What follows belongs to an exercise in optimizing a design on an open flow for small area; a production flow would make more cautious choices. The RTL was checked by simulation tests, not by an equivalence proof against the original design.

== before ==
// opl3
module opl3 (
    input wire clk,
    input wire rst,
    input wire wr,
    input wire [8:0] addr,
    input wire [7:0] din,
    output logic signed [SAMPLE_WIDTH-1:0] channel_a,
    output logic signed [SAMPLE_WIDTH-1:0] channel_b,
    output logic signed [SAMPLE_WIDTH-1:0] channel_c,
    output logic signed [SAMPLE_WIDTH-1:0] channel_d
);
    logic [511:0][7:0] slv8_reg;
    function automatic [7:0] reg_mask(input integer a);
        integer bank;
        integer off;
        begin
            bank = a / 256;
            off = a % 256;
            reg_mask = 8'h00;
            if (bank == 0 && off == 'h08)
                reg_mask = 8'h40;
            if (bank == 0 && off == 'hBD)
                reg_mask = 8'hFF;
            if (bank == 1 && off == 'h04)
                reg_mask = 8'h3F;
            if (bank == 1 && off == 'h05)
                reg_mask = 8'h01;
            if ((off % 8) < 6 && (off & 'h1F) < 'h16) begin
                if (off >= 'h20 && off < 'h36)
                    reg_mask = 8'hFF;
                if (off >= 'h40 && off < 'h56)
                    reg_mask = 8'hFF;
                if (off >= 'h60 && off < 'h76)
                    reg_mask = 8'hFF;
                if (off >= 'h80 && off < 'h96)
                    reg_mask = 8'hFF;
                if (off >= 'hE0 && off < 'hF6)
                    reg_mask = 8'h07;
  ...
Settings: LEC_CHECK=0, ABC_AREA=1, CAP_MARGIN=20, CORE_MARGIN=2, CORE_UTILIZATION=50, CTS_CLUSTER_DIAMETER=100, CTS_CLUSTER_SIZE=20, SLEW_MARGIN=20; clock period 30.0 ns.
run.sh (not shown) runs the stock make flow with config.mk's settings and CLKGATE_MAP_FILE= SYNTH_SCRIPT=/design/flow/synth_recipe.tcl, a recipe that flattens the netlist after the stock synthesis.
What after does differently from before at the input level:
==> flow/flow/run.sh (new file) <==
#!/bin/bash
set -euo pipefail
bash standard.sh \
  CTS_ARGS="-sink_clustering_enable -repair_clock_nets -sink_clustering_size 20 -sink_clustering_max_diameter 100 -dont_use_dummy_load" \
  finish > standard_flow.log 2>&1
==> flow/standard.sh (new file) <==
#!/bin/bash
# synth_recipe.tcl (not shown) runs the flow's synth.tcl, then flattens the netlist and writes it again
# the make line also repeats each setting of config.mk as NAME=value (left out here)
make -C /OpenROAD-flow-scripts/flow DESIGN_CONFIG=/design/flow/config.mk WORK_HOME=/design/flow/orfs CLKGATE_MAP_FILE= SYNTH_SCRIPT=/design/flow/synth_recipe.tcl "${@:-finish}"
removed: flow/run.sh
Notes after the runs:
after and before ended up with roughly the same number of fillers in the final layout. The row count was comparable across before and after. From before to after the numbers moved as follows: fraction of area in clock buffers and inverters shows a reduction of 0.38 points; total global routing track utilization shows no meaningful change.

---

v33:
opl3, a different RTL version from the one above (not shown whole).
Size: about 84 I/O pins.
==> flow/config.mk <==
export PLATFORM = sky130hd
export DESIGN_NAME = opl3
export DESIGN_NICKNAME = opl3
export VERILOG_FILES = /design/flow/design.v
export SDC_FILE = /design/flow/constraint.sdc
export NUM_CORES = 8
export LEC_CHECK = 0
export ABC_AREA = 1
export CAP_MARGIN = 20
export CORE_MARGIN = 2
export CORE_UTILIZATION = 50
export CTS_CLUSTER_DIAMETER = 100
export CTS_CLUSTER_SIZE = 20
export SLEW_MARGIN = 20
==> flow/constraint.sdc <==
create_clock -name core_clock -period 30.0 [get_ports {clk}]
set_input_delay 6.0000 -clock core_clock [delete_from_list [all_inputs] [get_ports {clk}]]
set_output_delay 6.0000 -clock core_clock [all_outputs]
set_load 0.01 [all_outputs]
standard.sh (not shown) runs the stock make flow with config.mk's settings and CLKGATE_MAP_FILE= SYNTH_SCRIPT=/design/flow/synth_recipe.tcl, a recipe that flattens the netlist after the stock synthesis.
==> flow/flow/run.sh <==
#!/bin/bash
# Layout flow: the standard synthesis, then the combinational logic is
# re-mapped with Yosys's default ABC script (which gives less cell area than
# the ORFS speed/area scripts); every flip-flop instance, its name and cell
# type, is kept as the standard synthesis made it. Then the standard
# layout from floorplan to finish, with clock tree synthesis told to add no
# dummy loads. Each tool's output goes to a log file of its own here.
set -euo pipefail
WORK=$(pwd)
R=$WORK/orfs/results/$FLOW_PLATFORM/opl3/base
LIB=$FLOW_HOME/platforms/$FLOW_PLATFORM/lib/sky130_fd_sc_hd__tt_025C_1v80.lib
YOSYS=$(command -v yosys || echo "$FLOW_HOME/../tools/install/yosys/bin/yosys")

bash standard.sh synth > synth.log 2>&1

DONT_USE=$(grep -o 'sky130_fd_sc_hd__lpflow\w*\|sky130_fd_sc_hd__probe\w*' \
  "$FLOW_HOME/platforms/$FLOW_PLATFORM/config.mk" | sort -u | sed 's/^/-dont_use /' | tr '\n' ' ')
mkdir -p reopt
cp "$R/1_2_yosys.v" reopt/standard_1_2_yosys.v
cat > reopt/reopt.ys <<EOT
read_liberty -ignore_miss_func $LIB
read_verilog $WORK/reopt/standard_1_2_yosys.v
hierarchy -top $FLOW_TOP
blackbox sky130_fd_sc_hd__*df* sky130_fd_sc_hd__*dl*
flatten
opt_clean
techmap
opt -fast
abc -liberty $LIB $DONT_USE
opt_clean -purge
splitnets
opt_clean -purge
hilomap -singleton -hicell sky130_fd_sc_hd__conb_1 HI -locell sky130_fd_sc_hd__conb_1 LO
insbuf -buf sky130_fd_sc_hd__buf_4 A X
opt_clean -purge
stat -liberty $LIB
write_verilog -noattr -nohex -nodec $WORK/reopt/1_2_yosys.v
EOT
"$YOSYS" -l reopt/reopt.log -q reopt/reopt.ys > reopt/yosys_stdout.log 2>&1
# the re-mapped netlist replaces the standard one; make then rebuilds
# 1_synth.odb from it and runs the rest of the flow
cp reopt/1_2_yosys.v "$R/1_2_yosys.v"
touch "$R/1_2_yosys.v"

bash standard.sh \
  CTS_ARGS="-sink_clustering_enable -repair_clock_nets -sink_clustering_size 20 -sink_clustering_max_diameter 100 -dont_use_dummy_load" \
  finish > layout.log 2>&1
v33 completed every stage of the flow, and the final layout passed the timing, DRC and antenna checks.
## Diff of input files: v26 against v33
--- a/flow/flow/run.sh
+++ b/flow/flow/run.sh
@@ -22,5 +22,5 @@
 read_verilog $WORK/reopt/standard_1_2_yosys.v
 hierarchy -top $FLOW_TOP
-blackbox sky130_fd_sc_hd__*df* sky130_fd_sc_hd__*dl*
+blackbox sky130_fd_sc_hd__dfxtp_1 sky130_fd_sc_hd__edfxtp_1 sky130_fd_sc_hd__conb_1
 flatten
 opt_clean
- As far as maximum clock frequency goes, v33 and v26 are indistinguishable; the numbers are identical.
- From v33 to v26, post-route minimum period did not move at all.
- Comparing v26 against v33, there is no change at all in die area.
- [compare] base=v33 new=v26: count of nets left with antenna violations after detail routing flat; number of logic stages on the critical path including buffering about even.

[port drivers added, routing unchanged]
In the flow no input, the clock included, has a driving cell. The finished layouts below were timed again as built, in two steps. Step 1 (the two cells are an assumption about what drives the block):
set clk [get_ports {clk}]
set_driving_cell -lib_cell sky130_fd_sc_hd__clkbuf_16 $clk
set_driving_cell -lib_cell sky130_fd_sc_hd__buf_2 [delete_from_list [all_inputs] $clk]
Step 2 adds t to the input delays and takes it off the output delays; t is the mean of the earliest and latest rising clock arrival at the registers after step 1. Input paths then give back, and output paths get back, about the clock's delay inside the block. Three values: no drivers, after step 1, after step 2; two values: the first two.
run | t, ns | setup WS [ns] | clock arrival spread, ns | pins driven straight from the clock port
before | 1.079 | 16.448 / 16.522 / 15.443 | 0.104 / 0.105 | 1
after | 1.038 | 16.426 / 16.501 / 15.464 | 0.169 / 0.169 | 1
v33 | 1.071 | 16.057 / 16.059 / 15.048 | 0.152 / 0.151 | 1
v26 | 1.071 | 16.057 / 16.059 / 15.048 | 0.152 / 0.151 | 1
After both steps setup and hold are still met in every run listed.
